This design comes from an exercise in tuning for small area, a short achievable clock period and few clock cycles per item on the open sky130 flow, not from production work. In this exercise RTL edits were held to simulation tests only and were not proved equivalent to the original. No activity file was given, so power comes from the tool's default toggle rates.

build 39:
Design FP16_MAC_pipeline, start of the top module:
module FP16_MAC_pipeline(
    input [15:0]data_k,
    input [15:0]data_x,
    input [15:0]data_b,
    input rst,
    input input_valid,
    input clk,
    input [1:0]opcode,
    output reg [15:0]data_o,
    output reg output_up,
    output reg [1:0]opcode_o
    );
Size: roughly 1800 cells after synthesis, about 380 flip-flops, roughly 72 I/O pins, roughly 0.018 sq mm of cells after synthesis.
==> flow/config.mk <==
export PLATFORM = sky130hd
export DESIGN_NAME = FP16_MAC_pipeline
export DESIGN_NICKNAME = FP16_MAC_pipeline
export VERILOG_FILES = /design/flow/design.v
export SDC_FILE = /design/flow/constraint.sdc
export NUM_CORES = 4
export LEC_CHECK = 0
export CAP_MARGIN = 20
export CORE_MARGIN = 2
export CORE_UTILIZATION = 60
export CTS_CLUSTER_DIAMETER = 80
export CTS_CLUSTER_SIZE = 35
export GPL_ROUTABILITY_DRIVEN = 0
export PLACE_DENSITY = 0.75
export SETUP_SLACK_MARGIN = 3.3
export SLEW_MARGIN = 20
==> flow/constraint.sdc <==
create_clock -name core_clock -period 6.0 [get_ports {clk}]
set_input_delay 1.2000 -clock core_clock [delete_from_list [all_inputs] [get_ports {clk}]]
set_output_delay 1.2000 -clock core_clock [all_outputs]
set_load 0.01 [all_outputs]
run.sh (not shown) runs the stock make flow with config.mk's settings and CLKGATE_MAP_FILE= SYNTH_SCRIPT=/design/flow/synth_recipe.tcl, a recipe that flattens the netlist after the stock synthesis.
Build 39: flow completed, timing, DRC and antenna clean
Testbench counts of build 39, summed over its fixed seeds: cycles 2,112, items 2,048.
Input changes introduced in build 10 (baseline for comparison: build 39):
# build 39
export LEC_CHECK = 0
export CAP_MARGIN = 20
export CORE_MARGIN = 2
export CORE_UTILIZATION = 60
export CTS_CLUSTER_DIAMETER = 80
export CTS_CLUSTER_SIZE = 35
export GPL_ROUTABILITY_DRIVEN = 0
export PLACE_DENSITY = 0.75
export SETUP_SLACK_MARGIN = 3.3
export SLEW_MARGIN = 20
create_clock -name core_clock -period 6.0 [get_ports {clk}]
# build 10
export LEC_CHECK = 0
export CAP_MARGIN = 20
export CORE_MARGIN = 2
export CORE_UTILIZATION = 60
export CTS_CLUSTER_DIAMETER = 60
export CTS_CLUSTER_SIZE = 30
export GPL_ROUTABILITY_DRIVEN = 0
export PLACE_DENSITY = 0.75
export SETUP_SLACK_MARGIN = 3.3
export SLEW_MARGIN = 20
create_clock -name core_clock -period 6.0 [get_ports {clk}]
[summary]
- Build 10 closes out successfully: all stages finished, all timing, DRC and antenna checks passed.
- Changes observed in build 10 relative to build 39: CTS buffer count went up 13, cell area increased about 2.7%, insertion delay to the later sink of the worst-skew pair higher, post-route clock period utilization saw little to no change.
- Clock-buffer cell count up 18 in build 10 wrt build 39
- | slew at the pin closest to its max-slew limit | higher: build 10 |
- Diff build 10 and build 39: global-route usage lower in build 39
- Leakage component of the power, build 10 vs build 39: up by a few percent
- In the tables for build 10 and build 39, fraction of power spent switching nets reads lower with build 10.
Here is what was changed in the inputs of build 84 compared with build 10.
# build 10
export LEC_CHECK = 0
export CAP_MARGIN = 20
export CORE_MARGIN = 2
export CORE_UTILIZATION = 60
export CTS_CLUSTER_DIAMETER = 60
export CTS_CLUSTER_SIZE = 30
export GPL_ROUTABILITY_DRIVEN = 0
export PLACE_DENSITY = 0.75
export SETUP_SLACK_MARGIN = 3.3
export SLEW_MARGIN = 20
create_clock -name core_clock -period 6.0 [get_ports {clk}]
# build 84
export LEC_CHECK = 0
export CAP_MARGIN = 20
export CORE_MARGIN = 2
export CORE_UTILIZATION = 65
export CTS_CLUSTER_DIAMETER = 80
export CTS_CLUSTER_SIZE = 30
export GPL_ROUTABILITY_DRIVEN = 0
export PLACE_DENSITY = 0.8
export SETUP_SLACK_MARGIN = 3.3
export SLEW_MARGIN = 20
create_clock -name core_clock -period 6.0 [get_ports {clk}]
==> comparison <==
Full die area: build 84 < build 10
Comparing build 10 with build 84, the number of cells produced by synthesis came out essentially unchanged.
Build 84 reports a lower maximum frequency than build 10 does.
Taking build 10 as the reference point, the post-CTS setup-driven buffer insertion count of build 84 rises by 2.
Build 84 improves on build 10 in total power.
Build 84 against build 10: wire length climbed about 3.5%; post-route non-filler standard cell count dropped about 3%.


Starting RTL as in the previous note.
## FP16_MAC_pipeline
module FP16_MAC_pipeline(
    input [15:0]data_k,
    input [15:0]data_x,
    input [15:0]data_b,
    input rst,
    input input_valid,
    input clk,
    input [1:0]opcode,
    output reg [15:0]data_o,
    output reg output_up,
    output reg [1:0]opcode_o
    );
    wire [15:0] k_0;
    wire [15:0] x_0;
    wire [15:0] b_0;
    wire [1:0] op_0;
    wire v_0;
    assign k_0 = data_k;
    assign x_0 = data_x;
    assign b_0 = data_b;
    assign op_0 = opcode;
    assign v_0 = input_valid;
    wire [10:0] mk_0;
    wire [10:0] mx_0;
    wire [10:0] mb_0;
    wire [4:0] ek_0;
    wire [4:0] ex_0;
    wire [4:0] eb_0;
    wire sp_0;
    wire sb_0;
    wire nzk_dec0 = |k_0[14:10];
    wire nzx_dec0 = |x_0[14:10];
    wire nzb_dec0 = |b_0[14:10];
    assign mk_0 = {nzk_dec0, k_0[9:0]};
    assign mx_0 = {nzx_dec0, x_0[9:0]};
    assign mb_0 = {nzb_dec0, b_0[9:0]};
    assign ek_0 = nzk_dec0 ? k_0[14:10] : {4'd0, |k_0[9:0]};
    assign ex_0 = nzx_dec0 ? x_0[14:10] : {4'd0, |x_0[9:0]};
    assign eb_0 = nzb_dec0 ? b_0[14:10] : {4'd0, |b_0[9:0]};
    assign sp_0 = k_0[15] ^ x_0[15];
    assign sb_0 = b_0[15];
  ...
clock: 6.0 ns
lec_check: 0
cap_margin: 20
core_margin: 2
core_utilization: 60
cts_cluster_diameter: 70
cts_cluster_size: 25
gpl_routability_driven: 0
place_density: 0.75
setup_slack_margin: 3.3
slew_margin: 20
The baseline produced a clean layout.
Testbench counts at the start, summed over its fixed seeds: cycles 2,112, items 2,048.
Change:
- CAP_MARGIN: 20 -> 10
- CTS_CLUSTER_DIAMETER: 70 -> 80
- CTS_CLUSTER_SIZE: 25 -> 30
- SLEW_MARGIN: 20 -> 10
Synthesized area does not change; total power falls by about 1.2%; worst setup slack hardly moves; cell count drops by 0.50%; cell area decreases by about 0.44%; utilization goes down by 0.29 points; clock skew is about the same.
Change:
- CAP_MARGIN: 10 -> 20
- GPL_ROUTABILITY_DRIVEN: 0 -> default
- SLEW_MARGIN: 10 -> 20
=> Final cell count is unchanged. Count of clock-buffer cells in the layout shrinks by 1. Register-to-register slack hardly moves. Core utilization is lower by 0.17 points. Wire length climbs by 6.4%. Global-route usage grows by 1.5 points. Sequential power barely changes. Setup slack gets better by 0.014 ns. Non-clock buffer count grows by 1. Design area hardly moves.
Change:
- CORE_UTILIZATION: 60 -> 62
- GPL_ROUTABILITY_DRIVEN: default -> 0
- PLACE_DENSITY: 0.75 -> 0.78
Effect:
- cell area came out higher slightly
- power came out higher slightly
- combinational power climbs by a few percent
- routed wire length came out lower by a few percent
- clock power hardly moves


Starting RTL as in the previous note.
Settings: LEC_CHECK=0, CAP_MARGIN=20, CORE_MARGIN=2, CORE_UTILIZATION=60, CTS_CLUSTER_DIAMETER=80, CTS_CLUSTER_SIZE=30, GPL_ROUTABILITY_DRIVEN=0, PLACE_DENSITY=0.75, SETUP_SLACK_MARGIN=3.2, SLEW_MARGIN=20; clock period 6.0 ns.
Testbench counts at the start, summed over its fixed seeds: cycles 2,112, items 2,048.
Next try:
Settings changed: SETUP_SLACK_MARGIN 3.2 to 3.3.
Result: Combinational power is higher by about 3%; wire length decreases by 0.79%; power barely changes; non-clock buffer count grows by 11; register-to-register slack improved by 0.05 ns; critical path depth goes up by 3; synthesized cell count is unchanged.

==> what the ideal ports hide <==
The flow's constraints put no driver on any port. The routed layouts listed below were extracted and timed again, unchanged, in two steps.
Step 1: set_driving_cell puts a clkbuf_16 on clk and a buf_2 on each other input, an assumption about the parent block.
Step 2 times the ports against the registers' clock, not the clock port: input delays grow and output delays shrink by t, the midpoint of the rising clock arrivals with the driver on.
Three values: no drivers, after step 1, after step 2; two values: the first two.
run | t, ns | setup WS [ns] | worst setup path after step 2 | clock arrival spread, ns
build 39 | 0.555 | 3.356 / 3.355 / 3.061 | input to register | 0.028 / 0.028
build 10 | 0.607 | 3.359 / 3.339 / 3.047 | input to register | 0.022 / 0.023
build 84 | 0.572 | 3.342 / 3.338 / 3.176 | input to register | 0.023 / 0.023
the first run of note 2 | 0.573 | 3.357 / 3.352 / 3.040 | input to register | 0.017 / 0.016
the second run of note 2 | 0.558 | 3.357 / 3.357 / 3.115 | input to register | 0.016 / 0.016
the third run of note 2 | 0.558 | 3.371 / 3.366 / 3.094 | input to register | 0.017 / 0.017
the fourth run of note 2 | 0.557 | 3.345 / 3.345 / 3.101 | input to register | 0.013 / 0.013
the first run of note 3 | 0.570 | 3.309 / 3.309 / 3.084 | input to register | 0.018 / 0.018
the second run of note 3 | 0.558 | 3.357 / 3.357 / 3.115 | input to register | 0.016 / 0.016
After both steps every run listed still meets setup and hold. The setup slack of the first run of note 2, which loses most, moves by -0.005 ns with the drivers and by -0.317 ns with both steps.
